Background: an optimization exercise with open tools, aiming at small area and a short achievable clock period. Do not read the settings as production practice.
The RTL was checked by simulation tests, not by an equivalence proof against the original design.
Power figures rest on the tool's default switching activity, not on a simulated workload.

==> inputs of v35 <==
Design CPUTop, start of the top module:
module CPUTop
(
	input clk,
	input rst_n,
	input single_step,
	input recover,
	output [9:0] imem_addr,
	input [31:0] imem_rdata,
	output [9:0] dmem_addr,
	output [31:0] dmem_wdata,
	output dmem_we,
	input [31:0] dmem_rdata
    );
==> flow/config.mk <==
export PLATFORM = sky130hd
export DESIGN_NAME = CPUTop
export DESIGN_NICKNAME = CPUTop
export VERILOG_FILES = /design/flow/design.v
export SDC_FILE = /design/flow/constraint.sdc
export NUM_CORES = 4
export LEC_CHECK = 0
export CAP_MARGIN = 20
export CORE_MARGIN = 2
export CORE_UTILIZATION = 40
export CTS_CLUSTER_DIAMETER = 80
export CTS_CLUSTER_SIZE = 24
export SLEW_MARGIN = 20
export TNS_END_PERCENT = 0
==> flow/constraint.sdc <==
create_clock -name core_clock -period 10.0 [get_ports {clk}]
set_input_delay 2.0000 -clock core_clock [delete_from_list [all_inputs] [get_ports {clk}]]
set_output_delay 2.0000 -clock core_clock [all_outputs]
set_load 0.01 [all_outputs]
standard.sh (not shown) runs the stock make flow with config.mk's settings and CLKGATE_MAP_FILE= SYNTH_SCRIPT=/design/flow/synth_recipe.tcl, a recipe that flattens the netlist after the stock synthesis.
==> flow/flow/run.sh <==
#!/bin/bash
set -euo pipefail
export SETUP_SLACK_MARGIN=6.5
bash standard.sh > standard.log 2>&1
==> inputs of v34, as changes to v35 <==
--- a/flow/design.v
+++ b/flow/design.v
@@ -488,40 +488,48 @@
 wire nB_any  = interrupt ? (fB_mi | fB_wi) : ((!ex_BranchTrue & fB_mn) | fB_wn);
 wire n_sub   = !id_kill & (ControlSignal[6:4] == 3'd2);
 always @(posedge clk or negedge rst_n) begin
 	if (!rst_n) begin
 		id_ex_Control <= 15'b0;
 		ex_mem_Control <= 4'b0;
+		selA_sh <= 1'b0;
+		selA_mem <= 1'b0;
+		selA_wb <= 1'b0;
+		selA_rs <= 1'b0;
+		selB_imm <= 1'b0;
+		selB_mem <= 1'b0;
+		selB_wb <= 1'b0;
+		selB_rt <= 1'b0;
+		fwdB_any <= 1'b0;
+		ex_Sub <= 1'b0;
 		ex_Bubble <= 1'b0;
 		EINT <= 1'b1;
 		PC <= 32'b0;
 		Instr <= 32'b0;
 		if_id_NextPC <= 32'd4;
 	end else begin
 		ex_mem_Control <= interrupt ? 4'b0010 : ex_BranchTrue ? 4'b0000 : id_ex_Control[3:0];
 		id_ex_Control <= id_kill ? 15'b0 : ControlSignal[14:0];
+		selA_sh <= !interrupt & nA_sh;
+		selA_mem <= nA_mem;
+		selA_wb <= nA_wb;
+		selA_rs <= nA_rs;
+		selB_imm <= !interrupt & nB_imm;
+		selB_mem <= nB_mem;
+		selB_wb <= nB_wb;
+		selB_rt <= nB_rt;
+		fwdB_any <= nB_any;
+		ex_Sub <= n_sub;
 		ex_Bubble <= stall;
 		EINT <= id_JR | (EINT & !interrupt);
 		PC <= pc_next;
 		if_id_NextPC <= npc_next;
 		Instr <= ins_next;
 	end
 end
 always @(posedge clk) begin
-	selA_sh <= !interrupt & nA_sh;
-	selA_mem <= nA_mem;
-	selA_wb <= nA_wb;
-	selA_rs <= nA_rs;
-	selB_imm <= !interrupt & nB_imm;
-	selB_mem <= nB_mem;
-	selB_wb <= nB_wb;
-	selB_rt <= nB_rt;
-	fwdB_any <= nB_any;
-	ex_Sub <= n_sub;
-end
-always @(posedge clk) begin
 	id_ex_Imm <= Instr[15:0];
 	id_ex_RsData <= id_RsData;
 	id_ex_RtData <= id_RtData;
 	id_ex_RsAddr <= id_RsAddr;
 	id_ex_RtAddr <= id_RtAddr;
 	id_ex_NextPC <= xpc_next;
==> flow/config.mk (replaced) <==
export PLATFORM = sky130hd
export DESIGN_NAME = CPUTop
export DESIGN_NICKNAME = CPUTop
export VERILOG_FILES = /design/flow/design.v
export SDC_FILE = /design/flow/constraint.sdc
export NUM_CORES = 4
export LEC_CHECK = 0
export CAP_MARGIN = 20
export CORE_MARGIN = 2
export CORE_UTILIZATION = 45
export CTS_CLUSTER_DIAMETER = 80
export CTS_CLUSTER_SIZE = 24
export SLEW_MARGIN = 20
export TNS_END_PERCENT = 0
==> inputs of v26, as changes to v35 <==
--- a/flow/design.v
+++ b/flow/design.v
@@ -488,40 +488,48 @@
 wire nB_any  = interrupt ? (fB_mi | fB_wi) : ((!ex_BranchTrue & fB_mn) | fB_wn);
 wire n_sub   = !id_kill & (ControlSignal[6:4] == 3'd2);
 always @(posedge clk or negedge rst_n) begin
 	if (!rst_n) begin
 		id_ex_Control <= 15'b0;
 		ex_mem_Control <= 4'b0;
+		selA_sh <= 1'b0;
+		selA_mem <= 1'b0;
+		selA_wb <= 1'b0;
+		selA_rs <= 1'b0;
+		selB_imm <= 1'b0;
+		selB_mem <= 1'b0;
+		selB_wb <= 1'b0;
+		selB_rt <= 1'b0;
+		fwdB_any <= 1'b0;
+		ex_Sub <= 1'b0;
 		ex_Bubble <= 1'b0;
 		EINT <= 1'b1;
 		PC <= 32'b0;
 		Instr <= 32'b0;
 		if_id_NextPC <= 32'd4;
 	end else begin
 		ex_mem_Control <= interrupt ? 4'b0010 : ex_BranchTrue ? 4'b0000 : id_ex_Control[3:0];
 		id_ex_Control <= id_kill ? 15'b0 : ControlSignal[14:0];
+		selA_sh <= !interrupt & nA_sh;
+		selA_mem <= nA_mem;
+		selA_wb <= nA_wb;
+		selA_rs <= nA_rs;
+		selB_imm <= !interrupt & nB_imm;
+		selB_mem <= nB_mem;
+		selB_wb <= nB_wb;
+		selB_rt <= nB_rt;
+		fwdB_any <= nB_any;
+		ex_Sub <= n_sub;
 		ex_Bubble <= stall;
 		EINT <= id_JR | (EINT & !interrupt);
 		PC <= pc_next;
 		if_id_NextPC <= npc_next;
 		Instr <= ins_next;
 	end
 end
 always @(posedge clk) begin
-	selA_sh <= !interrupt & nA_sh;
-	selA_mem <= nA_mem;
-	selA_wb <= nA_wb;
-	selA_rs <= nA_rs;
-	selB_imm <= !interrupt & nB_imm;
-	selB_mem <= nB_mem;
-	selB_wb <= nB_wb;
-	selB_rt <= nB_rt;
-	fwdB_any <= nB_any;
-	ex_Sub <= n_sub;
-end
-always @(posedge clk) begin
 	id_ex_Imm <= Instr[15:0];
 	id_ex_RsData <= id_RsData;
 	id_ex_RtData <= id_RtData;
 	id_ex_RsAddr <= id_RsAddr;
 	id_ex_RtAddr <= id_RtAddr;
 	id_ex_NextPC <= xpc_next;
==> flow/config.mk (replaced) <==
export PLATFORM = sky130hd
export DESIGN_NAME = CPUTop
export DESIGN_NICKNAME = CPUTop
export VERILOG_FILES = /design/flow/design.v
export SDC_FILE = /design/flow/constraint.sdc
export NUM_CORES = 4
export LEC_CHECK = 0
export CAP_MARGIN = 20
export CORE_MARGIN = 2
export CORE_UTILIZATION = 50
export CTS_CLUSTER_DIAMETER = 80
export CTS_CLUSTER_SIZE = 24
export SLEW_MARGIN = 20
export TNS_END_PERCENT = 0
==> impl_metrics.csv <==
group,metric,value,unit
synth,yosys.area_share.xor_xnor,0.02246,
power_and_ir_drop,power_density,203.6,nW/um^2
synth,synth_area,65910,um^2
finish,final_cell_mix,"sky130_fd_sc_hd__edfxtp_1, sky130_fd_sc_hd__a22oi_1, sky130_fd_sc_hd__nand2_1",
power_and_ir_drop,seq-power,7.50,mW
power_and_ir_drop,seqPwrFrac,0.493,
die,nWellTaps,1755,
run_status,run_status,"complete, no violations",
sta,f_max,0.2105,GHz
power_and_ir_drop,net_switching_power_of_the_design,5.192,mW
global_routing,grt_antenna_before_repair,32,
synth,asyncSetResetFlopFracSynth,0.1110,
global_routing,use_met2,0.6940,
global_routing,use_met1,0.5770,
synth,yosys-top-cells-area,"sky130_fd_sc_hd__edfxtp_1, sky130_fd_sc_hd__a22oi_1, sky130_fd_sc_hd__dfxtp_1, sky130_fd_sc_hd__dfrtp_1, sky130_fd_sc_hd__a22o_1",
drt,vias_per_cell,7.829,
# the run above: v26

==> impl_metrics.csv <==
group,metric,value,unit
finish,final_cell_mix,"sky130_fd_sc_hd__edfxtp_1, sky130_fd_sc_hd__a22oi_1, sky130_fd_sc_hd__nand2_1",
power_and_ir_drop,seqPwrFrac,0.511,
sta,f_max,0.2087,GHz
power_and_ir_drop,power_density,193.9,nW/um^2
synth,yosys-top-cells-area,"sky130_fd_sc_hd__edfxtp_1, sky130_fd_sc_hd__a22oi_1, sky130_fd_sc_hd__dfxtp_1, sky130_fd_sc_hd__dfrtp_1, sky130_fd_sc_hd__a22o_1",
min_path,holdCritStartpoint,"if_id_NextPC[22]",
sta,finalMaxSlewViolations,0,
drt,vias_per_cell,7.406,
synth,asyncSetResetFlopFracSynth,0.1039,
power_and_ir_drop,net_switching_power_of_the_design,4.778,mW
global_routing,use_met2,0.5421,
drt,remaining_antenna_violation_count,0,
die,nWellTaps,2189,
synth,yosys.area_share.xor_xnor,0.02336,
synth,synth_area,65990,um^2
drt,wl_met3,51260,um
global_routing,use_met1,0.4719,
run_status,run_status,"complete, no violations",
synth,synth_warnings,4,
sta,finalHoldViolCount,0,
global_routing,grt_antenna_before_repair,23,
die,io_pins,121,
# the run above: v35

==> impl_metrics.csv <==
group,metric,value,unit
drt,vias_per_cell,7.628,
finish,final_cell_mix,"sky130_fd_sc_hd__edfxtp_1, sky130_fd_sc_hd__a22oi_1, sky130_fd_sc_hd__nand2_1",
synth,yosys-top-cells-area,"sky130_fd_sc_hd__edfxtp_1, sky130_fd_sc_hd__a22oi_1, sky130_fd_sc_hd__dfxtp_1, sky130_fd_sc_hd__dfrtp_1, sky130_fd_sc_hd__a22o_1",
power_and_ir_drop,seq-power,7.53,mW
run_status,run_status,"complete, no violations",
synth,synth_area,65910,um^2
global_routing,grt_antenna_before_repair,26,
power_and_ir_drop,net_switching_power_of_the_design,5.084,mW
power_and_ir_drop,power_density,202.8,nW/um^2
synth,asyncSetResetFlopFracSynth,0.1110,
die,nWellTaps,1917,
power_and_ir_drop,seqPwrFrac,0.502,
# the run above: v34

==> static timing again, ports no longer ideal <==
How much do the figures lean on ideal ports? The routed layouts below were timed once more, with nothing changed but the port constraints. Step 1: set_driving_cell puts a clkbuf_16 on clk and a buf_2 on each other input, an assumption about the parent block. Step 2 also shifts input and output timing later by t, the mid clock arrival at the registers, as if the neighbouring blocks saw the same clock. a / b / c = ideal ports / drivers / drivers and shift; a / b = the first two.
| run | t, ns | setup WS [ns] | worst setup path after step 2 | clock arrival spread, ns | worst register clock-pin slew, ns |
|---|---|---|---|---|---|
| v35 | 0.823 | 5.208 / 5.208 / 4.789 | input to register | 0.084 / 0.084 | 0.11 / 0.11 |
| v34 | 0.830 | 5.243 / 5.243 / 5.150 | input to register | 0.057 / 0.057 | 0.10 / 0.10 |
| v26 | 0.850 | 5.249 / 5.249 / 4.967 | input to register | 0.079 / 0.079 | 0.10 / 0.10 |
After both steps every run listed still meets setup and hold. The setup slack of v35, which loses most, moves by 0.000 ns with the drivers and by -0.419 ns with both steps.
